What follows belongs to an exercise in optimizing a design on an open flow for small area; a production flow would make more cautious choices.
The RTL was checked by simulation tests, not by an equivalence proof against the original design.
Power figures rest on the tool's default switching activity, not on a simulated workload.

File: flow/config.mk
export PLATFORM = sky130hd
export DESIGN_NAME = stopwatch
export DESIGN_NICKNAME = stopwatch
export VERILOG_FILES = /design/flow/design.v
export SDC_FILE = /design/flow/constraint.sdc
export NUM_CORES = 4
export LEC_CHECK = 0
export CAP_MARGIN = 20
export CORE_MARGIN = 2
export CORE_UTILIZATION = 70
export PLACE_DENSITY = 0.85
export SLEW_MARGIN = 20
File: flow/constraint.sdc
create_clock -name core_clock -period 10.0 [get_ports {clk}]
set_input_delay 2.0000 -clock core_clock [delete_from_list [all_inputs] [get_ports {clk}]]
set_output_delay 2.0000 -clock core_clock [all_outputs]
set_load 0.01 [all_outputs]
File: flow/design.v
module fsm
(
    input clk, reset,
    input start,
    input pfinish,
    input stop,
    output logic enable,
    output logic wr,
    output logic view,
    output logic last,
    output logic [3:0] nint,
    output logic [9:0] sel
);
    logic pf_ff, st_ff;
    always_ff @(posedge clk)
    begin
        pf_ff <= pfinish;
        st_ff <= stop;
    end
    wire pe = pfinish & ~pf_ff;
    wire se = stop & ~st_ff;
    logic run;
    logic [3:0] cnt;
    assign enable = run & ~view;
    wire fin = se | (pe & (nint == 4'd9));
    assign last = (cnt == nint);
    wire go = ~view & (run | start);
    wire inter = go & pe & ~(run & fin);
    always_ff @(posedge clk, posedge reset)
        if (reset)
        begin
            run <= 1'b0;
            view <= 1'b0;
            nint <= '0;
            cnt <= '0;
        end
        else
        begin
            if (view)
            begin
                run <= ~run & (pe | se);
                if (~run)
                begin
                    if (pe)
                        cnt <= last ? 4'd0 : cnt + 4'd1;
                    else if (se)
                        cnt <= (cnt == 4'd0) ? nint : cnt - 4'd1;
                end
            end
            else
            begin
                if (run | start)
                    run <= ~fin | ~run;
                if (run & fin)
                    view <= 1'b1;
                if (wr)
                    cnt <= cnt + 4'd1;
                if (inter)
                    nint <= nint + 4'd1;
            end
        end
    always_ff @(posedge clk, posedge reset)
        if (reset)
            wr <= 1'b0;
        else
            wr <= inter;
    genvar k;
    generate
        for (k = 0; k < 10; k++)
        begin: seldec
            assign sel[k] = (cnt == k);
        end
    endgenerate
endmodule
module counter100
(
    input logic clk, reset, inc,
    output logic [6:0] c
);
    function automatic [3:0] inc9(input [3:0] d);
        inc9 = {(d[3] & ~d[0]) | (d[2] & d[1] & d[0]),
                d[2] ^ (d[1] & d[0]),
                ~d[3] & (d[1] ^ d[0]),
                ~d[0]};
    endfunction
    always_ff @(posedge clk, posedge reset)
        if (reset)
            c <= '0;
        else if (inc)
        begin
            if (~c[6])
            begin
                if (c[2:0] == 3'd7)
                    c <= {3'b100, c[5:3], 1'b0};
                else
                    c[2:0] <= c[2:0] + 3'd1;
            end
            else if (~c[5])
            begin
                if (~c[0])
                    c[0] <= 1'b1;
                else if (c[3:1] == 3'd7)
                    c <= 7'b1100000;
                else
                    c <= {1'b0, c[3:1] + 3'd1, 3'b000};
            end
            else
            begin
                if (~(c[3] & c[0]))
                    c[3:0] <= inc9(c[3:0]);
                else if (~c[4])
                    c <= 7'b1110000;
                else
                    c <= 7'b0000000;
            end
        end
endmodule
module counter60
(
    input logic clk, reset, inc,
    output logic [5:0] c
);
    wire [2:0] t = c[3:1];
    always_ff @(posedge clk, posedge reset)
        if (reset)
            c <= '0;
        else if (inc)
        begin
            if (~(c[5] & c[4]))
            begin
                if (c[2:0] == 3'd7)
                    c <= {2'b11, c[5:3], 1'b0};
                else
                    c[2:0] <= c[2:0] + 3'd1;
            end
            else if (~c[0])
                c[0] <= 1'b1;
            else
                c <= {(t[1] & t[0]) | (t[2] & ~t[0]), ~t[2] & (t[1] ^ t[0]), ~t[0], 3'b000};
        end
endmodule
module dec7
(
    input [6:0] c,
    output logic [3:0] a, b
);
    always_comb
        if (~c[6])
            {a, b} = {1'b0, c[5:3], 1'b0, c[2:0]};
        else if (c[5])
            {a, b} = {3'b100, c[4], c[3:0]};
        else
            {a, b} = {1'b0, c[3:1], 3'b100, c[0]};
endmodule
module counters
(
    input logic clk,
    input logic tick,
    input logic reset,
    input logic enable,
    output logic [18:0] code
);
    logic [6:0] h;
    logic [5:0] s, m;
    wire c0 = enable & tick;
    wire c1 = c0 & h[6] & h[5] & h[4] & h[3] & h[0];
    wire c2 = c1 & s[5] & s[4] & s[3] & s[1] & s[0];
    counter100 ch (.clk(clk), .reset(reset), .inc(c0), .c(h));
    counter60 cs (.clk(clk), .reset(reset), .inc(c1), .c(s));
    counter60 cm (.clk(clk), .reset(reset), .inc(c2), .c(m));
    assign code = {m, s, h};
endmodule
module clk_div
(
    input logic clk, enable,
    output logic tick
);
    logic [3:0] d;
    assign tick = d[3] & d[1];
    always_ff @(posedge clk)
        d <= ~enable ? 4'd0 : tick ? 4'd1 : d + 4'd1;
endmodule
module blinkgen
(
    input clk,
    input reset,
    output logic blink
);
    logic [6:0] s;
    wire z = (s[5:0] == 6'd0);
    always_ff @(posedge clk, posedge reset)
        if (reset)
        begin
            s <= '0;
            blink <= 1'b0;
        end
        else
        begin
            s <= {s[5:0], s[6] ^ s[5] ^ z};
            if (z & s[6])
                blink <= ~blink;
        end
endmodule
module res_mem
(
    input clk,
    input [9:0] sel,
    input [18:0] wrdata,
    input we,
    input rdmem,
    output logic [18:0] rddata
);
    logic [18:0] data [0:8];
    always_ff @(posedge clk)
        for (int i = 0; i < 9; i++)
            if (we && sel[i])
                data[i] <= wrdata;
    always_comb
    begin
        rddata = rdmem ? 19'd0 : wrdata;
        for (int j = 0; j < 9; j++)
            rddata = rddata | ({19{rdmem & sel[j]}} & data[j]);
    end
endmodule
module view_led
(
    input [3:0] nint,
    input [9:0] sel,
    input blink,
    input view,
    output logic [9:0] led
);
    genvar i;
    generate
        for (i = 0; i < 10; i++)
        begin: ledassign
            assign led[i] = ((nint > i) | (view & (nint == i))) & ~(view & sel[i] & ~blink);
        end
    endgenerate
endmodule
module dig2seg
(
    input logic [3:0] dig,
    output logic [6:0] seg
);
    wire A = dig[3], B = dig[2], C = dig[1], D = dig[0];
    assign seg[0] = ~(A | C | (B & D) | (~B & ~D));
    assign seg[1] = ~(~B | (~C & ~D) | (C & D));
    assign seg[2] = ~(B | ~C | D);
    assign seg[3] = ~(A | (~B & ~D) | (~B & C) | (C & ~D) | (B & ~C & D));
    assign seg[4] = ~((~B & ~D) | (C & ~D));
    assign seg[5] = ~(A | (~C & ~D) | (B & ~C) | (B & ~D));
    assign seg[6] = ~(A | (~B & C) | (B & ~C) | (C & ~D));
endmodule
module seg60
(
    input [5:0] c,
    output logic [13:0] s
);
    always_comb
        case (c)
            6'd0: s = 14'd8256;
            6'd1: s = 14'd8313;
            6'd2: s = 14'd8228;
            6'd3: s = 14'd8240;
            6'd4: s = 14'd8217;
            6'd5: s = 14'd8210;
            6'd6: s = 14'd8194;
            6'd7: s = 14'd8312;
            6'd8: s = 14'd15552;
            6'd9: s = 14'd15609;
            6'd10: s = 14'd15524;
            6'd11: s = 14'd15536;
            6'd12: s = 14'd15513;
            6'd13: s = 14'd15506;
            6'd14: s = 14'd15490;
            6'd15: s = 14'd15608;
            6'd16: s = 14'd4672;
            6'd17: s = 14'd4729;
            6'd18: s = 14'd4644;
            6'd19: s = 14'd4656;
            6'd20: s = 14'd4633;
            6'd21: s = 14'd4626;
            6'd22: s = 14'd4610;
            6'd23: s = 14'd4728;
            6'd24: s = 14'd6208;
            6'd25: s = 14'd6265;
            6'd26: s = 14'd6180;
            6'd27: s = 14'd6192;
            6'd28: s = 14'd6169;
            6'd29: s = 14'd6162;
            6'd30: s = 14'd6146;
            6'd31: s = 14'd6264;
            6'd32: s = 14'd3264;
            6'd33: s = 14'd3321;
            6'd34: s = 14'd3236;
            6'd35: s = 14'd3248;
            6'd36: s = 14'd3225;
            6'd37: s = 14'd3218;
            6'd38: s = 14'd3202;
            6'd39: s = 14'd3320;
            6'd40: s = 14'd2368;
            6'd41: s = 14'd2425;
            6'd42: s = 14'd2340;
            6'd43: s = 14'd2352;
            6'd44: s = 14'd2329;
            6'd45: s = 14'd2322;
            6'd46: s = 14'd2306;
            6'd47: s = 14'd2424;
            6'd48: s = 14'd8192;
            6'd49: s = 14'd8208;
            6'd50: s = 14'd15488;
            6'd51: s = 14'd15504;
            6'd52: s = 14'd4608;
            6'd53: s = 14'd4624;
            6'd54: s = 14'd6144;
            6'd55: s = 14'd6160;
            6'd56: s = 14'd3200;
            6'd57: s = 14'd3216;
            6'd58: s = 14'd2304;
            6'd59: s = 14'd2320;
            6'd60: s = 14'd3200;
            6'd61: s = 14'd3216;
            6'd62: s = 14'd2304;
            6'd63: s = 14'd2320;
        endcase
endmodule
module display
(
    input logic [18:0] code,
    output logic [6:0] hex0,
    output logic [6:0] hex1,
    output logic [6:0] hex2,
    output logic [6:0] hex3,
    output logic [6:0] hex4,
    output logic [6:0] hex5
);
    logic [3:0] h0, h1;
    dec7 dh (.c(code[6:0]), .a(h1), .b(h0));
    dig2seg ds1 (.dig(h0), .seg(hex0));
    dig2seg ds2 (.dig(h1), .seg(hex1));
    seg60 ss (.c(code[12:7]), .s({hex3, hex2}));
    seg60 sm (.c(code[18:13]), .s({hex5, hex4}));
endmodule
module stopwatch
(
    input clk,
    input reset,
    input start,
    input pfinish,
    input stop,
    output [6:0] hex0,
    output [6:0] hex1,
    output [6:0] hex2,
    output [6:0] hex3,
    output [6:0] hex4,
    output [6:0] hex5,
    output [9:0] led
);
    logic enable, wr, view, last, blink, tick;
    logic [3:0] nint;
    logic [9:0] sel;
    logic [18:0] code, rcode;
    fsm fsm
    (
        .clk(clk),
        .reset(reset),
        .start(start),
        .pfinish(pfinish),
        .stop(stop),
        .enable(enable),
        .wr(wr),
        .view(view),
        .last(last),
        .nint(nint),
        .sel(sel)
    );
    blinkgen bl (.clk(clk), .reset(reset), .blink(blink));
    view_led vl (.nint(nint), .sel(sel), .blink(blink), .view(view), .led(led));
    clk_div cdiv (.clk(clk), .enable(enable), .tick(tick));
    counters c (.clk(clk), .tick(tick), .reset(reset), .enable(enable), .code(code));
    res_mem rm (.clk(clk), .sel(sel), .wrdata(code), .we(wr), .rdmem(view & ~last), .rddata(rcode));
    display d (.code(rcode), .hex0(hex0), .hex1(hex1), .hex2(hex2), .hex3(hex3), .hex4(hex4), .hex5(hex5));
endmodule
File: flow/flow/run.sh
#!/bin/bash
# Standard ORFS layout with area-oriented knobs:
#  - synthesis: the standard flow's synthesis script with the combinational mapping done by
#    an area-oriented ABC script (flow/area.abc) and no adder extraction;
#    registers are mapped exactly as in the standard synthesis
#  - small port buffers, small clock buffers without dummy loads
# Each tool's output goes to the ORFS logs under orfs/logs; make's output to flow.log.
set -euo pipefail
W=$(pwd)
export AREA_ABC_SCRIPT=$W/flow/area.abc
bash standard.sh \
  SYNTH_SCRIPT=$W/flow/mysynth.tcl \
  ADDER_MAP_FILE= \
  'BUFFER_PORTS_ARGS=-buffer_cell sky130_fd_sc_hd__buf_1' \
  'CTS_ARGS=-sink_clustering_enable -repair_clock_nets -dont_use_dummy_load -buf_list sky130_fd_sc_hd__clkbuf_8 -sink_clustering_size 18 -sink_clustering_max_diameter 60' \
  finish > flow.log 2>&1
File: flow/flow/area.abc
strash
&get -n
&deepsyn -T 30
&dch -f
&nf -R 1000
&put
File: flow/flow/mysynth.tcl
proc synth {args} { yosys synth -nofsm -noshare {*}$args }
# map the combinational logic with an area-oriented ABC script
proc abc {args} {
  set i [lsearch -exact $args -script]
  if {$i >= 0} { lset args [expr {$i + 1}] $::env(AREA_ABC_SCRIPT) }
  set j [lsearch -exact $args -D]
  if {$j >= 0} { set args [lreplace $args $j [expr {$j + 1}]] }
  yosys abc {*}$args
}
source $::env(SCRIPTS_DIR)/synth.tcl
# left out here: clear keep_hierarchy, flatten, clean up, hide names made inside functions, write 1_2_yosys.v
File: flow/standard.sh
#!/bin/bash
# synth_recipe.tcl (not shown) runs the flow's synth.tcl, then flattens the netlist and writes it again
# the make line also repeats each setting of config.mk as NAME=value (left out here)
make -C /OpenROAD-flow-scripts/flow DESIGN_CONFIG=/design/flow/config.mk WORK_HOME=/design/flow/orfs CLKGATE_MAP_FILE= SYNTH_SCRIPT=/design/flow/synth_recipe.tcl "${@:-finish}"
==> impl_metrics.env, run 1 <==
export IMPL_status="finished clean"
export IMPL_hold_path_class="reg2reg"
export IMPL_crit_required_ns=8.00
export IMPL_synth_cells=624
export IMPL_cts_root_buf="clkbuf_8"
export IMPL_syn_num_nets=629
export IMPL_ys_seq_area_share_pct=71.8
export IMPL_yosys_register_bits=215
export IMPL_crit_end="hex1[6]"
export IMPL_period_needed_ns=7.39
export IMPL_cp_arrival_ns=5.39
export IMPL_maxSlewHeadroom_pct=28.7
export IMPL_fill_cells=715
export IMPL_timing_rr_end="c.cm.c[3]"
export IMPL_drt_initial_drc_count=911
export IMPL_multiInputGateArea_sq_um=2360
export IMPL_maxCapViolations=0
export IMPL_synth_top_area_share_pct=59.4
export IMPL_power_switching_uw=756
export IMPL_area_delta_synth_final_pct=8.65
export IMPL_final_cell_mix="171 x edfxtp_1, 79 x nor2_1, 56 x buf_1"
export IMPL_hold_viol=0
export IMPL_post_cts_resize_count=0
export IMPL_yosys_cell_types_count=41
export IMPL_worst_skew_pair_late_latency_ns=0.51
export IMPL_switching_share_pct=36.1
export IMPL_stdcell_count=860
export IMPL_post_cts_buffers=0
export IMPL_rsz0062_at_grt="false"
export IMPL_cp_slowest_cell="nor2_1"
export IMPL_critPathLaunchType="flop"
export IMPL_worst_pin_slew_ns=1.07
export IMPL_netlist_area_sq_um=8640
export IMPL_p_seq_share_pct=47.9
export IMPL_finClkSkew_ns=0.0629
export IMPL_grt_max_degree=39
export IMPL_fp_dieH_um=115
export IMPL_register_area_sq_um=6210
export IMPL_critPathKind="reg2out"
export IMPL_drc=0
export IMPL_post_place_cells=844
export IMPL_track_usage_pct=30.4
export IMPL_pwr_share_clk_pct=18.9
export IMPL_place_area_sq_um=9170
export IMPL_rows=40
export IMPL_final_common_cell="edfxtp_1"
export IMPL_synthArstFlopShare_pct=17.7
export IMPL_cp_depth=15
export IMPL_synth_edf_count=171
export IMPL_grt_pass1_vias=5741
export IMPL_ir_drop_uv=159
export IMPL_power_density_nw_per_um2=223
export IMPL_die_area_sq_um=13200
export IMPL_drt_total_wl_um=19800
export IMPL_critPathMaxFanout=20
export IMPL_core_area_sq_um=12000
export IMPL_cts_buffers=16
export IMPL_grt_antenna_before_repair=0
export IMPL_post_drt_wl_per_cell_um=23.0
export IMPL_grt_pass1_wl_um=30200
export IMPL_synth_area_leader_cell="edfxtp_1"
export IMPL_portBuffers=56
export IMPL_reg2reg_from="fsm.view"
export IMPL_cts_sink_count=215
export IMPL_yosys_top_cells_area="edfxtp_1 59%, dfrtp_1 11%, a222oi_1 5.3%, nor2_1 3.5%, and3_1 1.8%"
export IMPL_globalplace_congestion=0.907
export IMPL_period_share_pct=73.9
export IMPL_utilization_pct=78.1
export IMPL_cts_tree="built"
export IMPL_ys_flop_type="edfxtp_1"
export IMPL_postSynthAreaPerCell_sq_um=13.8
export IMPL_endpoint_kind="output port"
export IMPL_path_buf_inv=2
export IMPL_yosys_warnings=9
export IMPL_max_stage_delay_ns=0.72
export IMPL_drt_vias_per_instance=6.97
export IMPL_ios=57
export IMPL_critical_path_top_delay_family="simple AND/OR/NAND/NOR gates"
export IMPL_antenna_left=0
export IMPL_p_int_mw=1.34
export IMPL_vias=5991
export IMPL_setup_tns_ns=0
export IMPL_dieWidth_um=115
export IMPL_maxSlewViolCount=0
export IMPL_clkTransAtPathRegs_ns=0.11
export IMPL_combinationalPowerShare_pct=33.2
export IMPL_design_area_sq_um=9390
export IMPL_htreeDepth=1
export IMPL_cts_hold_buffers=0
export IMPL_first_pass_iters=8
export IMPL_path_cells="xor2_1, a221oi_1, o2111ai_1, nand2_1, or2_0, nor2_1, buf_4, a22oi_1, and3_1, nor2b_1, mux2i_1, nor2_1, or2_0, a21oi_1, buf_1"
export IMPL_clock_fmax_ghz=0.135
export IMPL_regToRegSetupSlack_ns=6.76
export IMPL_drive_above_1_share_pct=5.19
export IMPL_place_hpwl_um=12200
export IMPL_initial_core_util_pct=71.9
export IMPL_p_leak_nw=3.43
export IMPL_globalRouteOverflowTotal=0
export IMPL_nNetsFinal=720
export IMPL_cp_startpoint="fsm.cnt[1]"
export IMPL_setup_viol=0
export IMPL_cts_path_max_buffers=3
export IMPL_worstRegToRegCells=10
export IMPL_diodes=0
cell families (layout without fill, tap and decap cells):
logic type	Yosys count	count (layout)	synth area share (%)
AND/OR/NAND/NOR	220	220	12.0
flip-flops	215	215	71.8
AO/OA/AOI/OAI	156	156	13.8
buffers and inverters	19	108	0.912
XOR/XNOR	13	13	1.32
multiplexers	1	1	0.116
metrics by stage:
step	setup slack [ns]	total power, mW	hold WS [ns]
6_report	2.61	2.09	0.334
5_1_grt	2.30	2.19	0.337
4_1_cts	2.74	2.09	0.335
3_5_place_dp	3.22	1.71	0.357
3_3_place_gp	3.56	1.68	0.358
2_1_floorplan	4.14	1.47	0.346
per-layer routing:
layer	routed length (um)	GRT usage [%]	up-vias
li1	-	-	2650
met1	7290	41.5	2908
met2	10000	50.7	377
met3	1900	4.43	56
met4	589	11.7	0
met5	0	0	-
synthesized netlist by cell type (all sizes together) (2+ instances only):
master  instances
nor2b          10
o31ai           2
a21o            4
a222oi         46
xnor2           8
or3             5
or2             3
a221oi          8
dfxtp           6
a21boi         12
o22ai           2
and2            7
a31oi           6
a221o           2
a22oi           6
a211oi          6
a21oi          19
nand3          18
dfrtp          38
nand2          38
nor4            3
and3           25
o21a            4
clkinv         17
nor3           17
nor2           81
nand2b         10
o21ai          27
edfxtp        171
a22o            7
buf             2
xor2            5
sequential cells by signal, summed over array words and instances (netlist names), 4 cells and up:
name,cells
fsm.nint,4
rm.data,171
c.cm.c,6
bl.s,7
fsm.cnt,4
cdiv.d,4
c.ch.c,7
c.cs.c,6
area by class of cell:
cell class / count / share of cell area (%)
Multi-Input combinational cell: 390 / 25.1
Inverter: 17 / 0.680
Timing Repair Buffer: 75 / 3.76
Sequential cell: 215 / 66.1
Tap cell: 147 / 1.96
Clock buffer: 16 / 2.35
worst min path at each step:
stage          cells after the start  endpoint  startpoint
4_1_cts                            0   bl.s[6]     bl.s[5]
2_1_floorplan                      0   bl.s[3]     bl.s[2]
6_report                           0   bl.s[6]     bl.s[5]
5_1_grt                            0   bl.s[6]     bl.s[5]
3_3_place_gp                       0   bl.s[3]     bl.s[2]
3_5_place_dp                       0   bl.s[2]     bl.s[1]
power groups by stage:
stage	clock (mW)	combinational (mW)	sequential, mW
finish	0.396	0.695	1.00
global route	0.422	0.759	1.01
CTS	0.396	0.687	1.00
detailed placement	0	0.685	1.02
global placement	0	0.658	1.02
floorplan	0	0.456	1.01
==> run 2, diff against run 1 <==
--- a/flow/config.mk
+++ b/flow/config.mk
@@ -7,6 +7,5 @@
 export LEC_CHECK = 0
 export CAP_MARGIN = 20
 export CORE_MARGIN = 2
-export CORE_UTILIZATION = 70
-export PLACE_DENSITY = 0.85
+export CORE_UTILIZATION = 65
 export SLEW_MARGIN = 20
==> run 2 against run 1 <==
Effect of this change: still clean on timing, DRC and antenna; maximum frequency decreased by 0.26%; critical path depth increased by 1; hold slack improved by 0.045 ns; routed wire length decreased by 2.6%; die area increased by 7.4%; worst setup slack got worse by 0.019 ns; final cell count increased by 3.3%; first-iteration DRC count decreased by 5.3%; sequential power about the same; sequential share of layout area decreased by 0.41 points; critical path type unchanged; largest cell class unchanged.
==> impl_metrics.env, run 2 <==
export IMPL_dieWidth_um=119
export IMPL_critPathMaxFanout=20
export IMPL_worstHoldStart="bl.s[0]"
export IMPL_setup_viol=0
export IMPL_cts_hold_buffers=0
export IMPL_power_switching_uw=753
export IMPL_first_pass_iters=7
export IMPL_ys_seq_area_share_pct=71.8
export IMPL_max_stage_delay_ns=0.60
export IMPL_maxSlewHeadroom_pct=39.1
export IMPL_diodes=0
export IMPL_path_buf_inv=2
export IMPL_fill_cells=882
export IMPL_maxSlewViolCount=0
export IMPL_final_cell_mix="171 x edfxtp_1, 72 x nor2_1, 56 x buf_1"
export IMPL_cts_sink_count=215
export IMPL_combinationalPowerShare_pct=33.3
export IMPL_grt_max_degree=39
export IMPL_multiInputGateArea_sq_um=2380
export IMPL_initial_core_util_pct=66.0
export IMPL_cp_startpoint="fsm.cnt[1]"
export IMPL_crit_required_ns=8.00
export IMPL_track_usage_pct=28.0
export IMPL_drt_initial_drc_count=863
export IMPL_top_regs="rm.data: 171 flops, bl.s: 7 flops, c.ch.c: 7 flops"
export IMPL_globalRouteOverflowTotal=0
export IMPL_netlist_area_sq_um=8640
export IMPL_path_cells="xor2_1, a221oi_1, o2111ai_1, nand2_1, or2_0, nor2_1, buf_4, a221o_1, a21oi_1, and3_1, nor2b_1, mux2i_1, nor2_1, or2_0, a21oi_1, buf_1"
export IMPL_htreeDepth=1
export IMPL_post_drt_wl_per_cell_um=21.7
export IMPL_die_area_sq_um=14200
export IMPL_critical_path_top_delay_family="simple AND/OR/NAND/NOR gates"
export IMPL_nNetsFinal=719
export IMPL_setup_ws_ns=2.59
export IMPL_whs_ns=0.379
export IMPL_area_delta_synth_final_pct=9.33
export IMPL_cts_buffers=16
export IMPL_worst_skew_pair_late_latency_ns=0.50
export IMPL_synth_most_common_cell="edfxtp_1"
export IMPL_synth_area_leader_cell="edfxtp_1"
export IMPL_p_seq_share_pct=48.0
export IMPL_post_cts_buffers=0
export IMPL_worst_pin_slew_ns=0.906
export IMPL_synthArstFlopShare_pct=17.7
export IMPL_critPathKind="reg2out"
export IMPL_post_cts_resize_count=0
export IMPL_design_area_sq_um=9450
export IMPL_critPathLaunchType="flop"
export IMPL_clock_fmax_ghz=0.135
export IMPL_register_area_sq_um=6210
export IMPL_portBuffers=56
export IMPL_power_density_nw_per_um2=221
export IMPL_ir_drop_uv=192
export IMPL_rows=42
export IMPL_cts_root_buf="clkbuf_8"
export IMPL_largest_reg_flops=171
export IMPL_maxCapViolations=0
export IMPL_top_register="rm.data"
export IMPL_period_needed_ns=7.41
export IMPL_p_int_mw=1.34
export IMPL_yosys_warnings=9
export IMPL_synth_top_area_share_pct=59.4
export IMPL_vias=5877
export IMPL_rsz0062_at_grt="false"
export IMPL_syn_num_nets=629
export IMPL_cp_arrival_ns=5.41
export IMPL_drc=0
export IMPL_grt_pass1_vias=5709
export IMPL_post_place_cells=872
export IMPL_postSynthAreaPerCell_sq_um=13.8
export IMPL_period_share_pct=74.1
export IMPL_core_area_sq_um=13100
export IMPL_yosys_cell_types_count=41
export IMPL_hold_path_class="reg2reg"
export IMPL_netlist_top_cells_count="171 x edfxtp_1, 81 x nor2_1, 46 x a222oi_1, 38 x dfrtp_1, 38 x nand2_1"
export IMPL_final_common_cell="edfxtp_1"
export IMPL_switching_share_pct=36.0
export IMPL_grt_pass1_wl_um=30700
export IMPL_cts_tree="built"
export IMPL_antenna_left=0
export IMPL_ys_flop_type="edfxtp_1"
export IMPL_pwr_share_clk_pct=18.7
export IMPL_stdcell_count=888
export IMPL_synth_cells=624
export IMPL_fp_dieH_um=119
export IMPL_cts_path_max_buffers=3
export IMPL_yosys_top_cells_area="edfxtp_1 59%, dfrtp_1 11%, a222oi_1 5.3%, nor2_1 3.5%, and3_1 1.8%"
export IMPL_hold_viol=0
export IMPL_endpoint_kind="output port"
export IMPL_setup_tns_ns=0
export IMPL_finClkSkew_ns=0.0425
export IMPL_place_hpwl_um=11900
export IMPL_dpl_worst_slack_ns=3.15
export IMPL_synth_edf_count=171
export IMPL_place_area_sq_um=9220
export IMPL_drive_above_1_share_pct=6.04
export IMPL_p_leak_nw=3.42
export IMPL_drt_vias_per_instance=6.62
export IMPL_globalplace_congestion=0.919
export IMPL_drt_total_wl_um=19300
export IMPL_status="finished clean"
export IMPL_grt_antenna_before_repair=0
export IMPL_cp_slowest_cell="nor2_1"
export IMPL_reg2reg_from="fsm.view"
export IMPL_clkTransAtPathRegs_ns=0.09
export IMPL_ios=57
export IMPL_yosys_register_bits=215
[run 2: logic make-up (layout without fill, tap and decap cells)]
| kind of cell | after synthesis | after routing | synth area share [%] |
|---|---|---|---|
| xor gates and xnor gates | 13 | 13 | 1.32 |
| muxes | 1 | 1 | 0.116 |
| DFF | 215 | 215 | 71.8 |
| AOI/OAI and AO/OA | 156 | 156 | 13.8 |
| buffers and inverters | 19 | 107 | 0.912 |
| and+or+nand+nor | 220 | 220 | 12.0 |
[run 2: layout make-up]
class / instances / share of cell area (%)
Sequential cell: 215 / 65.7
Multi-Input combinational cell: 390 / 25.2
Timing Repair Buffer: 74 / 3.74
Clock buffer: 16 / 2.33
Tap cell: 176 / 2.33
Inverter: 17 / 0.676
[run 2: path summary, 6_finish.rpt]
path,cells after the start,endpoint,slack [ns]
setup / recovery,16,hex1[6],2.59
hold / removal,0,bl.s[1],0.38
setup reg to reg,10,c.cm.c[3],6.81
hold reg to reg,0,bl.s[1],0.38
max in group asynchronous,3,fsm.wr,7.99
min in group asynchronous,3,c.cm.c[5],1.60
[run 2: power by group through the flow]
stage	combinational (mW)	clock (mW)	sequential [mW]
2_1_floorplan	0.456	0	1.01
3_3_place_gp	0.670	0	1.02
3_5_place_dp	0.686	0	1.02
4_1_cts	0.690	0.397	1.00
5_1_grt	0.766	0.425	1.01
6_report	0.697	0.390	1.00
[run 2: through the flow]
step           power, mW  util [%]
2_1_floorplan       1.47         -
3_3_place_gp        1.69      70.3
3_5_place_dp        1.71      70.5
4_1_cts             2.09      72.1
5_1_grt             2.20      72.2
6_report            2.09      72.2
[run 2: layer usage]
metal | GRT usage, % | share of wire (%) | vias to the layer above
met5 | 0 | 0 | -
met4 | 8.31 | 1.8 | 0
met3 | 3.88 | 8.3 | 31
met2 | 46.3 | 49 | 286
met1 | 39.6 | 41 | 2905
li1 | - | - | 2655
==> run 3, diff against run 2 <==
--- a/flow/config.mk
+++ b/flow/config.mk
@@ -5,7 +5,8 @@
 export SDC_FILE = /design/flow/constraint.sdc
 export NUM_CORES = 4
 export LEC_CHECK = 0
-export CAP_MARGIN = 20
+export CAP_MARGIN = 0
 export CORE_MARGIN = 2
 export CORE_UTILIZATION = 65
-export SLEW_MARGIN = 20
+export GPL_TIMING_DRIVEN = 0
+export SLEW_MARGIN = 0
==> run 3 against run 2 <==
Effect of this change: final area rose by 2.7%; critical path depth is the same; non-clock buffer count up 2; largest power group unchanged.
==> impl_metrics.env, run 3 <==
export IMPL_status="finished clean"
export IMPL_max_stage_delay_ns=0.86
export IMPL_yosys_register_bits=215
export IMPL_critPathLaunchType="flop"
export IMPL_cts_root_buf="clkbuf_8"
export IMPL_nNetsFinal=721
export IMPL_rsz0062_at_grt="false"
export IMPL_synth_edf_count=171
export IMPL_htreeDepth=1
export IMPL_maxSlewViolCount=0
export IMPL_top_regs="rm.data: 171 flops, bl.s: 7 flops, c.ch.c: 7 flops"
export IMPL_synth_area_leader_cell="edfxtp_1"
export IMPL_period_share_pct=77.0
export IMPL_ys_seq_area_share_pct=71.8
export IMPL_yosys_cell_types_count=41
export IMPL_cts_sink_count=215
export IMPL_area_delta_synth_final_pct=12.3
export IMPL_p_leak_nw=3.50
export IMPL_power_switching_uw=782
export IMPL_critPathKind="reg2out"
export IMPL_cp_arrival_ns=5.70
export IMPL_cts_hold_buffers=0
export IMPL_cp_slowest_cell="nand2_1"
export IMPL_worst_pin_slew_ns=1.10
export IMPL_track_usage_pct=28.7
export IMPL_post_drt_wl_per_cell_um=22.5
export IMPL_synth_cells=624
export IMPL_synth_top_area_share_pct=59.4
export IMPL_endpoint_kind="output port"
export IMPL_top_register="rm.data"
export IMPL_maxCapViolations=0
export IMPL_hold_viol=0
export IMPL_path_buf_inv=3
export IMPL_stdcell_count=890
export IMPL_setup_ws_ns=2.30
export IMPL_p_int_mw=1.37
export IMPL_switching_share_pct=36.4
export IMPL_hold_path_class="reg2reg"
export IMPL_antenna_left=0
export IMPL_setup_viol=0
export IMPL_period_needed_ns=7.70
export IMPL_initial_core_util_pct=66.0
export IMPL_rows=42
export IMPL_final_common_cell="edfxtp_1"
export IMPL_diodes=0
export IMPL_path_common_cell="nor2b_1"
export IMPL_synthArstFlopShare_pct=17.7
export IMPL_drc=0
export IMPL_finClkSkew_ns=0.0503
export IMPL_critPathMaxFanout=20
export IMPL_globalRouteOverflowTotal=0
export IMPL_yosys_warnings=9
export IMPL_vias=5991
export IMPL_post_cts_buffers=0
export IMPL_portBuffers=56
export IMPL_clkTransAtPathRegs_ns=0.10
export IMPL_postSynthAreaPerCell_sq_um=13.8
export IMPL_maxSlewHeadroom_pct=26.6
export IMPL_crit_required_ns=8.00
export IMPL_power_density_nw_per_um2=222
export IMPL_pwr_share_clk_pct=18.3
export IMPL_syn_num_nets=629
export IMPL_cts_path_max_buffers=3
export IMPL_drt_initial_drc_count=772
export IMPL_cts_tree="built"
export IMPL_grt_pass1_vias=5689
export IMPL_drt_vias_per_instance=6.73
export IMPL_setup_tns_ns=0
export IMPL_drt_total_wl_um=20100
export IMPL_netlist_top_cells_count="171 x edfxtp_1, 81 x nor2_1, 46 x a222oi_1, 38 x dfrtp_1, 38 x nand2_1"
export IMPL_ir_drop_uv=162
export IMPL_clock_fmax_ghz=0.130
export IMPL_place_hpwl_um=13100
export IMPL_grt_max_degree=39
export IMPL_ios=57
export IMPL_ys_flop_type="edfxtp_1"
export IMPL_grt_pass1_wl_um=31100
export IMPL_first_pass_iters=7
export IMPL_combinationalPowerShare_pct=34.9
export IMPL_worst_skew_pair_late_latency_ns=0.51
export IMPL_core_area_sq_um=13100
export IMPL_post_cts_resize_count=0
export IMPL_yosys_top_cells_area="edfxtp_1 59%, dfrtp_1 11%, a222oi_1 5.3%, nor2_1 3.5%, and3_1 1.8%"
export IMPL_critical_path_top_delay_family="simple AND/OR/NAND/NOR gates"
export IMPL_path_cells="clkinv_1, a221oi_1, o2111ai_1, nand2_1, or2_0, nor2_2, buf_16, a221o_1, a21oi_1, and3_1, nor2b_1, mux2i_1, nor2_1, xor2_1, nor2b_1, buf_1"
export IMPL_dieWidth_um=119
export IMPL_fp_dieH_um=119
export IMPL_drive_above_1_share_pct=7.70
export IMPL_largest_reg_flops=171
export IMPL_die_area_sq_um=14200
export IMPL_post_place_cells=874
export IMPL_cts_buffers=16
export IMPL_dpl_worst_slack_ns=2.88
export IMPL_synth_most_common_cell="edfxtp_1"
export IMPL_grt_antenna_before_repair=0
export IMPL_final_cell_mix="171 x edfxtp_1, 63 x nor2_1, 56 x buf_1"
export IMPL_p_seq_share_pct=46.8
export IMPL_netlist_area_sq_um=8640
export IMPL_globalplace_congestion=0.886
==> run 3: cell counts after synthesis <==
Identical to the previous run, type by type.
==> run 3: power by group through the flow <==
| stage | Clock [mW] | Combinational (mW) | Sequential (mW) |
|---|---|---|---|
| 2_1_floorplan | 0 | 0.456 | 1.01 |
| 3_3_place_gp | 0 | 0.666 | 1.02 |
| 3_5_place_dp | 0 | 0.740 | 1.02 |
| 4_1_cts | 0.395 | 0.743 | 1.00 |
| 5_1_grt | 0.428 | 0.817 | 1.01 |
| 6_report | 0.394 | 0.750 | 1.01 |
==> run 3: worst paths after layout <==
check / from / to / slack, ns / depth (start not counted)
setup / recovery: fsm.nint[3] / hex1[1] / 2.30 / 16
hold / removal: bl.s[1] / bl.s[2] / 0.34 / 0
setup reg to reg: fsm.view / c.cm.c[3] / 6.78 / 10
hold reg to reg: bl.s[1] / bl.s[2] / 0.34 / 0
max in group asynchronous: reset / fsm.nint[3] / 7.96 / 2
min in group asynchronous: reset / fsm.wr / 1.56 / 2
==> run 3: area by class of cell <==
class	instances	area, sq um
fill	845	3390
sequential	215	6210
clock buffer	16	220
timing repair buffer	74	573
buffer	2	15.0
multi-input combinational	390	2400
tap	176	220
inverter	17	65.1
==> run 3: kinds of logic after synthesis <==
logic type	after synthesis	synth area share, %
multiplexers	1	0.116
buffers and inverters	19	0.912
AO/OA/AOI/OAI	156	13.8
XOR/XNOR	13	1.32
AND/OR/NAND/NOR	220	12.0
flip-flops	215	71.8
==> run 3: worst reg2reg max path, stage by stage, from the launching register on <==
cell and delay, ns:
dfrtp_1 0.54, nor2b_1 0.25, nand3_1 0.34, nor2_1 0.24, and3_1 0.29, and2_0 0.22
and3_1 0.24, and4_1 0.42, and3_1 0.30, nor3_1 0.06, a211oi_1 0.25
==> run 3: metal layers <==
metal  routed length, um  GRT usage, %  part of all wire, %  up-vias
met4                 454          7.87                  2.3        0
met5                   0             0                    0        -
met1                7910          40.9                   39     2960
met3                1960          4.50                  9.8       39
li1                    -             -                    -     2663
met2                9720          46.9                   48      329
==> run 3: metrics by stage <==
stage	utilization (%)	hold WS, ns	cell area (sq um)	power (mW)
6_report	74.1	0.341	9700	2.15
5_1_grt	74.1	0.331	9700	2.26
4_1_cts	74.1	0.352	9700	2.14
3_5_place_dp	72.4	0.370	9480	1.76
3_3_place_gp	69.3	0.358	9070	1.69
2_1_floorplan	-	0.346	8640	1.47
==> run 4, diff against run 3 <==
--- a/flow/design.v
+++ b/flow/design.v
@@ -22,7 +22,7 @@
     logic run;
     logic [3:0] cnt;
     assign enable = run & ~view;
-    wire fin = se | (pe & (nint == 4'd9));
+    wire fin = se | (pe & nint[3] & nint[0]);   
     assign last = (cnt == nint);
     wire go = ~view & (run | start);
     wire inter = go & pe & ~(run & fin);
@@ -64,13 +64,16 @@
             wr <= 1'b0;
         else
             wr <= inter;
-    genvar k;
-    generate
-        for (k = 0; k < 10; k++)
-        begin: seldec
-            assign sel[k] = (cnt == k);
-        end
-    endgenerate
+    assign sel[0] = ~cnt[3] & ~cnt[2] & ~cnt[1] & ~cnt[0];
+    assign sel[1] = ~cnt[3] & ~cnt[2] & ~cnt[1] & cnt[0];
+    assign sel[2] = ~cnt[2] & cnt[1] & ~cnt[0];
+    assign sel[3] = ~cnt[2] & cnt[1] & cnt[0];
+    assign sel[4] = cnt[2] & ~cnt[1] & ~cnt[0];
+    assign sel[5] = cnt[2] & ~cnt[1] & cnt[0];
+    assign sel[6] = cnt[2] & cnt[1] & ~cnt[0];
+    assign sel[7] = cnt[2] & cnt[1] & cnt[0];
+    assign sel[8] = cnt[3] & ~cnt[0];
+    assign sel[9] = cnt[3] & cnt[0];
 endmodule
 module counter100
 (
==> flow/config.mk (replaced) <==
export PLATFORM = sky130hd
export DESIGN_NAME = stopwatch
export DESIGN_NICKNAME = stopwatch
export VERILOG_FILES = /design/flow/design.v
export SDC_FILE = /design/flow/constraint.sdc
export NUM_CORES = 4
export LEC_CHECK = 0
export CAP_MARGIN = 20
export CORE_MARGIN = 2
export CORE_UTILIZATION = 70
export PLACE_DENSITY = 0.85
export SLEW_MARGIN = 20
==> run 4 against run 3 <==
Effect of this change: largest cell class unchanged; sequential cell count did not move; worst setup slack improved by 0.42 ns; largest power group is now combinational cells; utilization grew 4.0 points; sequential share of layout area up 1.9 points; register-to-register slack gained 0.07 ns; power grew 37%; clock power hardly changed; synthesized area increased by 0.17%; clock-buffer cell count unchanged; routed wire length down 1.5%.
==> impl_metrics.env, run 4 <==
export IMPL_p_seq_share_pct=35.6
export IMPL_hold_path_class="reg2reg"
export IMPL_first_pass_iters=9
export IMPL_yosys_top_cells_area="edfxtp_1 59%, dfrtp_1 11%, a222oi_1 5.2%, nor2_1 3.3%, a21oi_1 2.0%"
export IMPL_diodes=0
export IMPL_final_common_cell="edfxtp_1"
export IMPL_maxCapViolations=0
export IMPL_synth_cells=624
export IMPL_rsz0062_at_grt="false"
export IMPL_cp_arrival_ns=5.28
export IMPL_finClkSkew_ns=0.0462
export IMPL_largest_reg_flops=171
export IMPL_drt_vias_per_instance=6.79
export IMPL_p_leak_nw=3.29
export IMPL_place_area_sq_um=9210
export IMPL_grt_pass1_wl_um=30900
export IMPL_pwr_share_clk_pct=13.3
export IMPL_yosys_register_bits=215
export IMPL_antenna_left=0
export IMPL_setup_tns_ns=0
export IMPL_drive_above_1_share_pct=5.34
export IMPL_netlist_area_sq_um=8650
export IMPL_period_share_pct=72.8
export IMPL_initial_core_util_pct=71.8
export IMPL_top_layer_used="met4"
export IMPL_ir_drop_uv=210
export IMPL_cts_buffers=16
export IMPL_switching_share_pct=43.5
export IMPL_endpoint_kind="output port"
export IMPL_power_switching_mw=1.28
export IMPL_met2WireLength_um=9900
export IMPL_maxSlewViolCount=0
export IMPL_cts_root_buf="clkbuf_8"
export IMPL_track_usage_pct=30.8
export IMPL_worst_skew_pair_late_latency_ns=0.50
export IMPL_path_cells="xnor2_1, nand4_1, nand2_1, or2_0, nor2_2, a22oi_1, and3_1, nand2b_1, mux2i_1, nor2_1, or2_0, nor3b_1, a21o_1, nor2_1, buf_1"
export IMPL_htreeDepth=1
export IMPL_ios=57
export IMPL_crit_required_ns=8.00
export IMPL_cts_tree="built"
export IMPL_wl_met1_um=7240
export IMPL_design_area_sq_um=9430
export IMPL_combinationalPowerShare_pct=51.2
export IMPL_post_cts_resize_count=0
export IMPL_post_drt_wl_per_cell_um=22.5
export IMPL_setup_viol=0
export IMPL_cts_path_max_buffers=3
export IMPL_clock_fmax_ghz=0.137
export IMPL_globalRouteOverflowTotal=0
export IMPL_met3_length_um=2110
export IMPL_synth_most_common_cell="edfxtp_1"
export IMPL_worst_pin_slew_ns=1.06
export IMPL_drt_total_wl_um=19800
export IMPL_p_int_mw=1.67
export IMPL_synth_edf_count=171
export IMPL_grt_pass1_vias=5812
export IMPL_synth_top_area_share_pct=59.3
export IMPL_drt_initial_drc_count=944
export IMPL_cp_slowest_cell="nor2_2"
export IMPL_area_delta_synth_final_pct=8.91
export IMPL_nNetsFinal=719
export IMPL_period_needed_ns=7.28
export IMPL_power_density_nw_per_um2=313
export IMPL_top_register="rm.data"
export IMPL_clkTransAtPathRegs_ns=0.10
export IMPL_maxSlewHeadroom_pct=29.3
export IMPL_die_area_sq_um=13300
export IMPL_synthArstFlopShare_pct=17.7
export IMPL_globalplace_congestion=0.858
export IMPL_yosys_cell_types_count=43
export IMPL_final_cell_mix="171 x edfxtp_1, 73 x nor2_1, 56 x buf_1"
export IMPL_postSynthAreaPerCell_sq_um=13.9
export IMPL_core_area_sq_um=12100
export IMPL_max_stage_delay_ns=0.83
export IMPL_grt_max_degree=39
export IMPL_fp_dieH_um=115
export IMPL_yosys_warnings=9
export IMPL_place_hpwl_um=12200
export IMPL_critPathKind="reg2out"
export IMPL_critPathMaxFanout=20
export IMPL_cts_hold_buffers=0
export IMPL_status="finished clean"
export IMPL_vias=5976
export IMPL_hold_viol=0
export IMPL_syn_num_nets=629
export IMPL_grt_antenna_before_repair=0
export IMPL_portBuffers=56
export IMPL_rows=40
export IMPL_critPathLaunchType="flop"
export IMPL_cts_sink_count=215
export IMPL_ys_flop_type="edfxtp_1"
export IMPL_post_cts_buffers=0
export IMPL_drc=0
export IMPL_synth_area_leader_cell="edfxtp_1"
export IMPL_ys_seq_area_share_pct=71.7
export IMPL_dieWidth_um=115
export IMPL_top_regs="rm.data: 171 flops, bl.s: 7 flops, c.ch.c: 7 flops"
export IMPL_netlist_top_cells_count="171 x edfxtp_1, 77 x nor2_1, 45 x a222oi_1, 38 x dfrtp_1, 36 x nand2_1"
run 4: cell types whose count changed in the layout (fill, tap and decap cells not counted), moves of 8 or more:
cell / delta
nor2_2: -14
buf_4: +16
nor2_1: +10
buf_16: -8
buf_8: -8
a21oi_1: +16
run 4: cells by family after synthesis:
family / after synthesis / synth area share (%)
xor gates and xnor gates: 11 / 1.11
AOI/OAI and AO/OA: 157 / 13.6
buffers and inverters: 17 / 0.824
DFF: 215 / 71.7
muxes: 1 / 0.116
and+or+nand+nor: 223 / 12.7
run 4: cell type report:
type	instances	area [sq um]
flip-flops and latches	215	6210
fillers	720	2640
multi-input cells	392	2390
repair buffers	74	345
clock buffers	16	220
well taps	168	210
inverters	15	56.3
run 4: power groups by stage:
stage / sequential [mW] / clock, mW / combinational, mW
2_1_floorplan: 1.05 / 0 / 1.02
3_3_place_gp: 1.06 / 0 / 1.43
3_5_place_dp: 1.07 / 0 / 1.49
4_1_cts: 1.05 / 0.394 / 1.50
5_1_grt: 1.06 / 0.422 / 1.64
6_report: 1.05 / 0.392 / 1.51
run 4: worst max-delay path: cells and delay by family (launching register included):
family	cells	cell delay, ns
DFF	1	0.53
muxes	1	0.38
AOI/OAI and AO/OA	2	0.38
buffers and inverters	1	0.15
xor gates and xnor gates	1	0.19
and+or+nand+nor	10	3.13
run 4: path summary, 6_finish.rpt:
path	start	cells after the start	slack [ns]	end
max	fsm.cnt[1]	15	2.72	hex1[1]
min	bl.s[4]	0	0.35	bl.s[5]
max reg2reg	fsm.view	10	6.85	c.cm.c[3]
min reg2reg	bl.s[4]	0	0.35	bl.s[5]
max in group asynchronous	reset	3	8.00	fsm.cnt[3]
min in group asynchronous	reset	3	1.59	bl.s[5]
run 4: through the flow:
| step | std cells | setup slack (ns) | hold slack (ns) | util (%) | power (mW) |
|---|---|---|---|---|---|
| 2_1_floorplan | 624 | 3.99 | 0.346 | - | 2.07 |
| 4_1_cts | 880 | 2.78 | 0.353 | 78.1 | 2.94 |
| 3_5_place_dp | 864 | 3.35 | 0.361 | 76.3 | 2.56 |
| 3_3_place_gp | 864 | 3.56 | 0.361 | 76.3 | 2.49 |
| 5_1_grt | 880 | 2.43 | 0.352 | 78.1 | 3.13 |
| 6_report | 880 | 2.72 | 0.345 | 78.1 | 2.95 |
run 4: per-layer routing:
layer	global-route usage [%]	up-vias
li1	-	2649
met1	41.8	2866
met2	51.4	406
met3	5.22	55
met4	10.8	0
met5	0	-
==> run 5, diff against run 4 <==
--- a/flow/config.mk
+++ b/flow/config.mk
@@ -7,6 +7,6 @@
 export LEC_CHECK = 0
 export CAP_MARGIN = 20
 export CORE_MARGIN = 2
-export CORE_UTILIZATION = 70
-export PLACE_DENSITY = 0.85
+export CORE_UTILIZATION = 75
+export PLACE_DENSITY = 0.9
 export SLEW_MARGIN = 20
==> run 5 against run 4 <==
Effect of this change: global-route usage rose by 1.8 points; highest routed layer unchanged; synthesized cell count shrank 1.8%; sequential share of layout area rose by 0.36 points; register-to-register slack got worse by 0.42 ns; critical path type unchanged; via count grew 1.2%; final cell count decreased by 4.1%.
==> impl_metrics.env, run 5 <==
export IMPL_status="finished clean"
export IMPL_nNetsFinal=708
export IMPL_ys_seq_area_share_pct=72.0
export IMPL_drt_initial_drc_count=900
export IMPL_initial_core_util_pct=76.2
export IMPL_ir_drop_uv=337
export IMPL_diodes=0
export IMPL_critPathLaunchType="flop"
export IMPL_synth_edf_count=171
export IMPL_antenna_left=0
export IMPL_synth_area_leader_cell="edfxtp_1"
export IMPL_timing_rr_end="c.cm.c[3]"
export IMPL_cts_path_max_buffers=3
export IMPL_postSynthAreaPerCell_sq_um=14.1
export IMPL_power_mw=2.97
export IMPL_endpoint_kind="output port"
export IMPL_final_cell_mix="171 x edfxtp_1, 61 x nor2_1, 56 x buf_1"
export IMPL_netlist_top_cells_count="171 x edfxtp_1, 65 x nor2_1, 48 x a222oi_1, 38 x dfrtp_1, 37 x nand2_1"
export IMPL_cp_arrival_ns=5.12
export IMPL_worstHoldPathCells=0
export IMPL_setup_tns_ns=0
export IMPL_worst_pin_slew_ns=0.835
export IMPL_worst_skew_pair_late_latency_ns=0.50
export IMPL_cts_sink_count=215
export IMPL_multiInputGateArea_sq_um=2350
export IMPL_grt_antenna_before_repair=0
export IMPL_hold_path_class="reg2reg"
export IMPL_top_register="rm.data"
export IMPL_drc=0
export IMPL_post_cts_resize_count=0
export IMPL_first_pass_iters=9
export IMPL_grt_pass1_wl_um=31400
export IMPL_cts_hold_buffers=0
export IMPL_hold_viol=0
export IMPL_utilization_pct=82.8
export IMPL_netlist_area_sq_um=8620
export IMPL_worstHoldStart="bl.s[0]"
export IMPL_clock_fmax_ghz=0.141
export IMPL_post_drt_wl_per_cell_um=23.7
export IMPL_critPathMaxFanout=20
export IMPL_fill_cells=560
export IMPL_grt_pass1_vias=5984
export IMPL_rows=39
export IMPL_drt_vias_per_instance=7.17
export IMPL_core_area_sq_um=11300
export IMPL_maxSlewHeadroom_pct=44.1
export IMPL_yosys_warnings=9
export IMPL_fp_dieH_um=111
export IMPL_critPathKind="reg2out"
export IMPL_crit_required_ns=8.00
export IMPL_setup_viol=0
export IMPL_ios=57
export IMPL_vias=6050
export IMPL_yosys_top_cells_area="edfxtp_1 60%, dfrtp_1 11%, a222oi_1 5.6%, nor2_1 2.8%, and3_1 1.7%"
export IMPL_clkTransAtPathRegs_ns=0.09
export IMPL_worstRegToRegCells=9
export IMPL_area_delta_synth_final_pct=8.72
export IMPL_synth_cells=613
export IMPL_maxCapViolations=0
export IMPL_dieWidth_um=111
export IMPL_maxSlewViolCount=0
export IMPL_period_share_pct=71.2
export IMPL_rsz0062_at_grt="false"
export IMPL_yosys_cell_types_count=45
export IMPL_cts_buffers=16
export IMPL_largest_reg_flops=171
export IMPL_die_area_sq_um=12400
export IMPL_globalRouteOverflowTotal=0
export IMPL_synth_most_common_cell="edfxtp_1"
export IMPL_regToRegSetupSlack_ns=6.43
export IMPL_drive_above_1_share_pct=5.42
export IMPL_cts_root_buf="clkbuf_8"
export IMPL_portBuffers=56
export IMPL_htreeDepth=1
export IMPL_grt_max_degree=39
export IMPL_final_common_cell="edfxtp_1"
export IMPL_register_area_sq_um=6210
export IMPL_drt_total_wl_um=20000
export IMPL_period_needed_ns=7.12
export IMPL_yosys_register_bits=215
export IMPL_finClkSkew_ns=0.0345
export IMPL_globalplace_congestion=0.893
export IMPL_power_density_nw_per_um2=317
export IMPL_synth_top_area_share_pct=59.6
export IMPL_post_cts_buffers=0
export IMPL_synthArstFlopShare_pct=17.7
export IMPL_cts_tree="built"
export IMPL_ys_flop_type="edfxtp_1"
export IMPL_reg2reg_from="fsm.view"
export IMPL_min_delay_worst_endpoint="bl.s[1]"
export IMPL_top_regs="rm.data: 171 flops, bl.s: 7 flops, c.ch.c: 7 flops"
export IMPL_syn_num_nets=618
export IMPL_place_hpwl_um=12600
export IMPL_p_leak_nw=3.18
export IMPL_track_usage_pct=32.6
[run 5: cell types whose count changed after synthesis, moves of 3 or more]
cell / delta
nor2b_1: -3
clkinv_1: +3
a211oi_1: +4
a22o_1: -3
nand2b_1: -4
nand3_1: +3
o21ai_0: +4
a222oi_1: +3
nor2_1: -12
a21oi_1: -8
[run 5: area by class of cell]
class | instances | share of cell area (%)
Inverter | 18 | 0.721
Timing Repair Buffer | 74 | 3.76
Tap cell | 143 | 1.91
Clock buffer | 16 | 2.35
Multi-Input combinational cell | 378 | 25.1
Sequential cell | 215 | 66.2
[run 5: critical path, stage by stage, from the launching register on]
cell and delay, ns:
dfrtp_1 0.64, xnor2_1 0.19, nand4_1 0.18, nand2_1 0.66
or2_0 0.32, nor2_1 0.08, buf_4 0.23, a222oi_1 0.48
a21boi_0 0.27, and3_1 0.31, nor2_1 0.08, a21oi_1 0.20
o21ai_0 0.17, or2_0 0.24, nor3b_1 0.16, a21o_1 0.19
nor2_1 0.08, buf_1 0.16
[run 5: where the power goes]
part	internal [mW]	switching, mW	total [mW]
clock network	0.145	0.246	0.391
registers	0.988	0.0602	1.05
logic	0.527	1.01	1.53
total	1.66	1.31	2.97
[run 5: kinds of logic (layout without fill, tap and decap cells)]
family / after synthesis / after routing / share of synthesized area (%)
AOI/OAI and AO/OA: 157 / 157 / 13.8
xor gates and xnor gates: 14 / 14 / 1.42
buffers and inverters: 20 / 108 / 0.958
DFF: 215 / 215 / 72.0
muxes: 2 / 2 / 0.232
and+or+nand+nor: 205 / 205 / 11.7
[run 5: metal layers]
metal | part of all wire (%) | GRT usage, % | up-vias
li1 | - | - | 2608
met1 | 34 | 44.2 | 2841
met2 | 50 | 53.1 | 517
met3 | 12 | 5.58 | 84
met4 | 3.8 | 14.7 | 0
met5 | 0 | 0 | -
[run 5: per-stage QoR]
step | cell area [sq um] | setup slack [ns] | cells | hold WS, ns
2_1_floorplan | 8620 | 4.05 | 613 | 0.346
3_3_place_gp | 9130 | 3.86 | 827 | 0.354
3_5_place_dp | 9150 | 3.62 | 828 | 0.366
4_1_cts | 9370 | 3.04 | 844 | 0.383
5_1_grt | 9370 | 2.51 | 844 | 0.391
6_report | 9370 | 2.88 | 844 | 0.383
[run 5: worst max-delay path by stage]
| stage | from | endpoint | slack, ns | depth (start not counted) |
|---|---|---|---|---|
| after floorplan | fsm.cnt[1] | hex1[1] | 4.05 | 14 |
| after global placement | fsm.cnt[1] | hex1[1] | 3.86 | 16 |
| after detailed placement | fsm.cnt[1] | hex1[1] | 3.62 | 17 |
| after CTS | fsm.cnt[1] | hex1[1] | 3.04 | 17 |
| after global routing | fsm.cnt[1] | hex1[1] | 2.51 | 17 |
| final | fsm.cnt[1] | hex1[1] | 2.88 | 17 |
==> run 6, diff against run 5 <==
--- a/flow/config.mk
+++ b/flow/config.mk
@@ -5,8 +5,8 @@
 export SDC_FILE = /design/flow/constraint.sdc
 export NUM_CORES = 4
 export LEC_CHECK = 0
-export CAP_MARGIN = 20
+export CAP_MARGIN = 10
 export CORE_MARGIN = 2
 export CORE_UTILIZATION = 75
 export PLACE_DENSITY = 0.9
-export SLEW_MARGIN = 20
+export SLEW_MARGIN = 10
==> run 6 against run 5 <==
Effect of this change: sequential power about the same; maximum frequency is 7.5% lower; hold slack better by 0.0022 ns; final area is essentially flat.
==> impl_metrics.env, run 6 <==
export IMPL_cp_arrival_ns=5.69
export IMPL_drive_above_1_share_pct=4.92
export IMPL_synth_top_area_share_pct=59.3
export IMPL_grt_pass1_wl_um=32500
export IMPL_synth_top_family_by_area="compound AO/OA/AOI/OAI gates"
export IMPL_synth_adder_area_share_pct=0
export IMPL_reg2reg_from="fsm.view"
export IMPL_netlist_area_sq_um=8650
export IMPL_hold_path_class="reg2reg"
export IMPL_top_register="rm.data"
export IMPL_clock_fmax_ghz=0.130
export IMPL_fp_dieH_um=111
export IMPL_die_area_sq_um=12400
export IMPL_period_share_pct=76.9
export IMPL_synth_compound_area_share_pct=13.6
export IMPL_portBuffers=56
export IMPL_grt_pass1_vias=5952
export IMPL_core_area_sq_um=11300
export IMPL_ys_flop_type="edfxtp_1"
export IMPL_maxSlewViolCount=0
export IMPL_final_common_cell="edfxtp_1"
export IMPL_yosys_top_cells_area="edfxtp_1 59%, dfrtp_1 11%, a222oi_1 5.2%, nor2_1 3.3%, a21oi_1 2.0%"
export IMPL_cts_path_max_buffers=3
export IMPL_cts_buffers=15
export IMPL_synth_xor_area_share_pct=1.11
export IMPL_critical_path_top_delay_family="simple AND/OR/NAND/NOR gates"
export IMPL_maxCapViolations=0
export IMPL_critPathMaxFanout=20
export IMPL_track_usage_pct=34.0
export IMPL_grt_max_degree=39
export IMPL_muxShareOfSynthArea_pct=0.116
export IMPL_top_regs="rm.data: 171 flops, bl.s: 7 flops, c.ch.c: 7 flops"
export IMPL_max_stage_delay_ns=0.76
export IMPL_worstHoldPathCells=0
export IMPL_ys_seq_area_share_pct=71.7
export IMPL_area_delta_synth_final_pct=8.39
export IMPL_cts_sink_count=215
export IMPL_worst_pin_slew_ns=0.991
export IMPL_setup_tns_ns=0
export IMPL_synth_most_common_cell="edfxtp_1"
export IMPL_hold_viol=0
export IMPL_globalRouteOverflowTotal=0
export IMPL_ios=57
export IMPL_crit_required_ns=8.00
export IMPL_place_hpwl_um=12700
export IMPL_yosys_warnings=9
export IMPL_vias=6148
export IMPL_yosys_cell_types_count=43
export IMPL_htreeDepth=1
export IMPL_cts_tree="built"
export IMPL_finClkSkew_ns=0.0202
export IMPL_final_cell_mix="171 x edfxtp_1, 76 x nor2_1, 56 x buf_1"
export IMPL_endpoint_kind="output port"
export IMPL_netlist_top_cells_count="171 x edfxtp_1, 77 x nor2_1, 45 x a222oi_1, 38 x dfrtp_1, 36 x nand2_1"
export IMPL_cts_root_buf="clkbuf_8"
export IMPL_maxSlewHeadroom_pct=33.7
export IMPL_drc=0
export IMPL_drt_initial_drc_count=1046
export IMPL_path_buf_inv=2
export IMPL_power_mw=2.97
export IMPL_globalplace_congestion=0.928
export IMPL_post_cts_buffers=0
export IMPL_diodes=0
export IMPL_synth_cells=624
export IMPL_post_cts_resize_count=0
export IMPL_met2WireLength_um=10600
export IMPL_whs_ns=0.385
export IMPL_rsz0062_at_grt="false"
export IMPL_dieWidth_um=111
export IMPL_power_density_nw_per_um2=316
export IMPL_initial_core_util_pct=76.4
export IMPL_drt_total_wl_um=21000
export IMPL_first_pass_iters=7
export IMPL_worst_skew_pair_late_latency_ns=0.50
export IMPL_met3_length_um=2640
export IMPL_rows=39
export IMPL_critPathLaunchType="flop"
export IMPL_cp_slowest_cell="nor2_1"
export IMPL_syn_num_nets=629
export IMPL_min_delay_worst_endpoint="bl.s[3]"
export IMPL_yosys_register_bits=215
export IMPL_antenna_left=0
export IMPL_regToRegSetupSlack_ns=6.91
export IMPL_clkTransAtPathRegs_ns=0.10
export IMPL_synth_edf_count=171
export IMPL_status="finished clean"
export IMPL_nNetsFinal=719
export IMPL_p_leak_nw=3.29
export IMPL_setup_viol=0
export IMPL_timing_rr_end="c.cm.c[3]"
export IMPL_cts_hold_buffers=0
export IMPL_postSynthAreaPerCell_sq_um=13.9
export IMPL_grt_antenna_before_repair=0
export IMPL_path_cells="xnor2_1, nand4_1, nand2_1, or2_0, nor2_1, buf_4, a22o_1, a221o_1, a21oi_1, and3_1, nand2b_1, mux2i_1, nor2_1, or2_0, nor3b_1, a21o_1, nor2_1, buf_1"
export IMPL_path_common_cell="nor2_1"
export IMPL_largest_reg_flops=171
export IMPL_ir_drop_uv=304
export IMPL_worstHoldStart="bl.s[2]"
export IMPL_synthSimpleGateAreaFrac_pct=12.7
export IMPL_synthArstFlopShare_pct=17.7
export IMPL_critPathKind="reg2out"
export IMPL_top_layer_used="met4"
export IMPL_synth_area_leader_cell="edfxtp_1"
export IMPL_worstRegToRegCells=10
export IMPL_drt_vias_per_instance=7.19
export IMPL_wl_met1_um=7190
export IMPL_post_drt_wl_per_cell_um=24.5
export IMPL_period_needed_ns=7.69
run 6: cell count changes after synthesis, moves of 4 or more:
cell	delta
nor2_1	+12
a211oi_1	-4
o21ai_0	-4
nand2b_1	+4
a21oi_1	+8
run 6: worst max-delay path by stage:
| stage | from | slack, ns | cells past startpoint | endpoint |
|---|---|---|---|---|
| after floorplan | fsm.nint[0] | 3.99 | 16 | hex1[1] |
| after global routing | fsm.nint[0] | 1.95 | 18 | hex1[1] |
| final | fsm.nint[3] | 2.31 | 18 | hex1[1] |
| after global placement | fsm.nint[0] | 3.41 | 18 | hex1[1] |
| after CTS | fsm.nint[3] | 2.49 | 18 | hex1[1] |
| after detailed placement | fsm.nint[0] | 3.07 | 18 | hex1[1] |
run 6: stage by stage:
step                utilization (%)  area, sq um  std cells  worst slack [ns]
finish                         82.9         9380        855              2.31
detailed placement             81.0         9170        840              3.07
global route                   82.9         9380        855              1.95
CTS                            82.9         9380        855              2.49
global placement               81.0         9170        840              3.41
floorplan                         -         8650        624              3.99
run 6: logic make-up after synthesis:
family                    count (synthesis)
AOI/OAI and AO/OA                       157
xor gates and xnor gates                 11
buffers and inverters                    17
DFF                                     215
muxes                                     1
and+or+nand+nor                         223
run 6: per-layer routing:
layer | GRT usage (%) | up-vias
li1 | - | 2656
met1 | 46.9 | 2925
met2 | 57.1 | 516
met3 | 5.61 | 51
met4 | 10.9 | 0
met5 | 0 | -
run 6: cell type report:
type                    instances  area [sq um]
multi-input cells             392          2380
well taps                     143           179
repair buffers                 75           353
inverters                      15          56.3
flip-flops and latches        215          6210
clock buffers                  15           206
fillers                       568          1940
run 6: power breakdown:
group	switching [mW]	internal, mW	total (mW)
Combinational	0.996	0.535	1.53
Clock	0.247	0.136	0.383
Sequential	0.0626	0.988	1.05
Total	1.31	1.66	2.97
==> run 7, diff against run 6 <==
==> flow/config.mk (replaced) <==
export PLATFORM = sky130hd
export DESIGN_NAME = stopwatch
export DESIGN_NICKNAME = stopwatch
export VERILOG_FILES = /design/flow/design.v
export SDC_FILE = /design/flow/constraint.sdc
export NUM_CORES = 4
export LEC_CHECK = 0
export CAP_MARGIN = 20
export CELL_PAD_IN_SITES_DETAIL_PLACEMENT = 0
export CELL_PAD_IN_SITES_GLOBAL_PLACEMENT = 0
export CORE_MARGIN = 2
export CORE_UTILIZATION = 80
export PLACE_DENSITY = 0.95
export SLEW_MARGIN = 20
==> run 7 against run 6 <==
Effect of this change: critical path type unchanged; final cell count is 0.70% lower; sequential cell count stayed put; final area hardly changed; largest cell class unchanged.
==> impl_metrics.env, run 7 <==
export IMPL_status="finished clean"
export IMPL_antenna_left=0
export IMPL_hold_viol=0
export IMPL_maxCapViolations=0
export IMPL_ys_flop_type="edfxtp_1"
export IMPL_grt_antenna_before_repair=0
export IMPL_final_cell_mix="171 x edfxtp_1, 72 x nor2_1, 56 x buf_1"
export IMPL_synth_area_leader_cell="edfxtp_1"
export IMPL_whs_ns=0.387
export IMPL_postSynthAreaPerCell_sq_um=13.9
export IMPL_min_delay_worst_endpoint="bl.s[3]"
export IMPL_worstHoldPathCells=0
export IMPL_track_usage_pct=41.0
export IMPL_yosys_register_bits=215
export IMPL_final_common_cell="edfxtp_1"
export IMPL_top_register="rm.data"
export IMPL_largest_reg_flops=171
export IMPL_maxSlewHeadroom_pct=24.6
export IMPL_cts_hold_buffers=0
export IMPL_ys_seq_area_share_pct=71.7
export IMPL_reg2reg_from="fsm.view"
export IMPL_vias=6504
export IMPL_diodes=0
export IMPL_die_area_sq_um=11700
export IMPL_cts_buffers=15
export IMPL_synth_cells=624
export IMPL_clkTransAtPathRegs_ns=0.10
export IMPL_yosys_cell_types_count=43
export IMPL_setup_tns_ns=0
export IMPL_drt_vias_per_instance=7.66
export IMPL_power_density_nw_per_um2=330
export IMPL_power_mw=3.10
export IMPL_globalRouteOverflowTotal=0
export IMPL_grt_max_degree=39
export IMPL_endpoint_kind="output port"
export IMPL_yosys_warnings=9
export IMPL_dieWidth_um=108
export IMPL_worstRegToRegCells=10
export IMPL_drc=0
export IMPL_ir_drop_uv=337
export IMPL_synth_edf_count=171
export IMPL_regToRegSetupSlack_ns=6.70
export IMPL_initial_core_util_pct=83.1
export IMPL_crit_required_ns=8.00
export IMPL_synth_top_area_share_pct=59.3
export IMPL_ios=57
export IMPL_period_share_pct=77.9
export IMPL_critPathLaunchType="flop"
export IMPL_post_cts_buffers=0
export IMPL_finClkSkew_ns=0.0490
export IMPL_netlist_area_sq_um=8650
export IMPL_worstHoldStart="bl.s[2]"
export IMPL_post_cts_resize_count=0
export IMPL_worst_skew_pair_late_latency_ns=0.50
export IMPL_critPathMaxFanout=20
export IMPL_place_hpwl_um=14500
export IMPL_top_regs="rm.data: 171 flops, bl.s: 7 flops, c.ch.c: 7 flops"
export IMPL_synth_most_common_cell="edfxtp_1"
export IMPL_syn_num_nets=629
export IMPL_cp_arrival_ns=5.79
export IMPL_first_pass_iters=9
export IMPL_netlist_top_cells_count="171 x edfxtp_1, 77 x nor2_1, 45 x a222oi_1, 38 x dfrtp_1, 36 x nand2_1"
export IMPL_htreeDepth=1
export IMPL_worst_pin_slew_ns=1.13
export IMPL_clock_fmax_ghz=0.128
export IMPL_rsz0062_at_grt="false"
export IMPL_synthArstFlopShare_pct=17.7
export IMPL_post_drt_wl_per_cell_um=27.2
export IMPL_hold_path_class="reg2reg"
export IMPL_maxSlewViolCount=0
export IMPL_period_needed_ns=7.79
export IMPL_cts_tree="built"
export IMPL_p_leak_nw=3.30
export IMPL_fp_dieH_um=108
export IMPL_rows=37
export IMPL_setup_viol=0
export IMPL_cts_sink_count=215
export IMPL_area_delta_synth_final_pct=8.49
export IMPL_cts_root_buf="clkbuf_8"
export IMPL_grt_pass1_wl_um=34800
export IMPL_portBuffers=56
export IMPL_yosys_top_cells_area="edfxtp_1 59%, dfrtp_1 11%, a222oi_1 5.2%, nor2_1 3.3%, a21oi_1 2.0%"
export IMPL_drt_initial_drc_count=1416
export IMPL_nNetsFinal=720
export IMPL_drt_total_wl_um=23100
export IMPL_drive_above_1_share_pct=5.61
export IMPL_critPathKind="reg2out"
export IMPL_grt_pass1_vias=6315
export IMPL_globalplace_congestion=0.920
export IMPL_core_area_sq_um=10400
export IMPL_cts_path_max_buffers=3
export IMPL_timing_rr_end="c.cm.c[3]"
## run 7: changes by cell type in the layout (fill, tap and decap cells not counted)
cell,delta
nor2_1,-4
nor2_2,+4
buf_4,+1
## run 7: power breakdown
group	internal, mW	leakage [nW]	switching (mW)	total (mW)
sequential	0.988	2.19	0.0630	1.05
combinational	0.536	1.00	1.13	1.66
clock	0.136	0.108	0.249	0.386
total	1.66	3.30	1.44	3.10
## run 7: logic make-up after synthesis
family	share of synthesized area [%]
compound gates	13.6
xor+xnor	1.11
buf+inv	0.824
flops	71.7
mux	0.116
simple gates	12.7
## run 7: worst max-delay path by stage
stage	startpoint	endpoint	cells after the start
finish	fsm.nint[0]	hex1[1]	18
global route	fsm.nint[0]	hex1[1]	18
CTS	fsm.nint[0]	hex1[1]	18
detailed placement	fsm.nint[0]	hex1[1]	18
global placement	fsm.nint[0]	hex1[1]	18
floorplan	fsm.nint[0]	hex1[1]	16
## run 7: stage by stage
stage | instance area (sq um) | utilization (%) | std cells | setup slack [ns]
floorplan | 8650 | - | 624 | 3.99
finish | 9390 | 90.1 | 849 | 2.21
global route | 9390 | 90.1 | 849 | 2.05
CTS | 9380 | 90.0 | 848 | 2.39
global placement | 9170 | 88.0 | 833 | 3.57
detailed placement | 9170 | 88.0 | 833 | 2.94
## run 7: metal layers
metal,part of all wire [%],global-route usage (%),vias to the layer above,wire length [um]
li1,-,-,2638,-
met1,32,52.7,2988,7330
met2,48,66.3,722,11200
met3,14,11.5,156,3310
met4,5.5,19.0,0,1260
met5,0,0,-,0
## run 7: critical path: stages, from the launching register on
cell,delay [ns]
dfrtp_1,0.52
xnor2_1,0.19
nand4_1,0.14
nand2_1,0.58
or2_0,0.54
nor2_1,0.55
buf_4,0.34
a22o_1,0.18
a221o_1,0.11
a21oi_1,0.05
and3_1,0.23
nand2b_1,0.16
mux2i_1,0.48
nor2_1,0.15
or2_0,0.29
nor3b_1,0.19
a21o_1,0.21
nor2_1,0.14
buf_1,0.22
## run 7: layout make-up
| class | count | area (sq um) |
|---|---|---|
| Tap cell | 136 | 170 |
| Sequential cell | 215 | 6210 |
| Inverter | 15 | 56.3 |
| Multi-Input combinational cell | 392 | 2390 |
| Clock buffer | 15 | 206 |
| Timing Repair Buffer | 76 | 360 |
| Fill cell | 366 | 1030 |

Check on run 7: ideal ports give 2.212 ns setup slack; a clkbuf_16 on the clock port and buf_2 on the inputs give 2.179 ns; moving port delays by the midpoint clock arrival (0.510 ns) as well gives 2.689 ns.
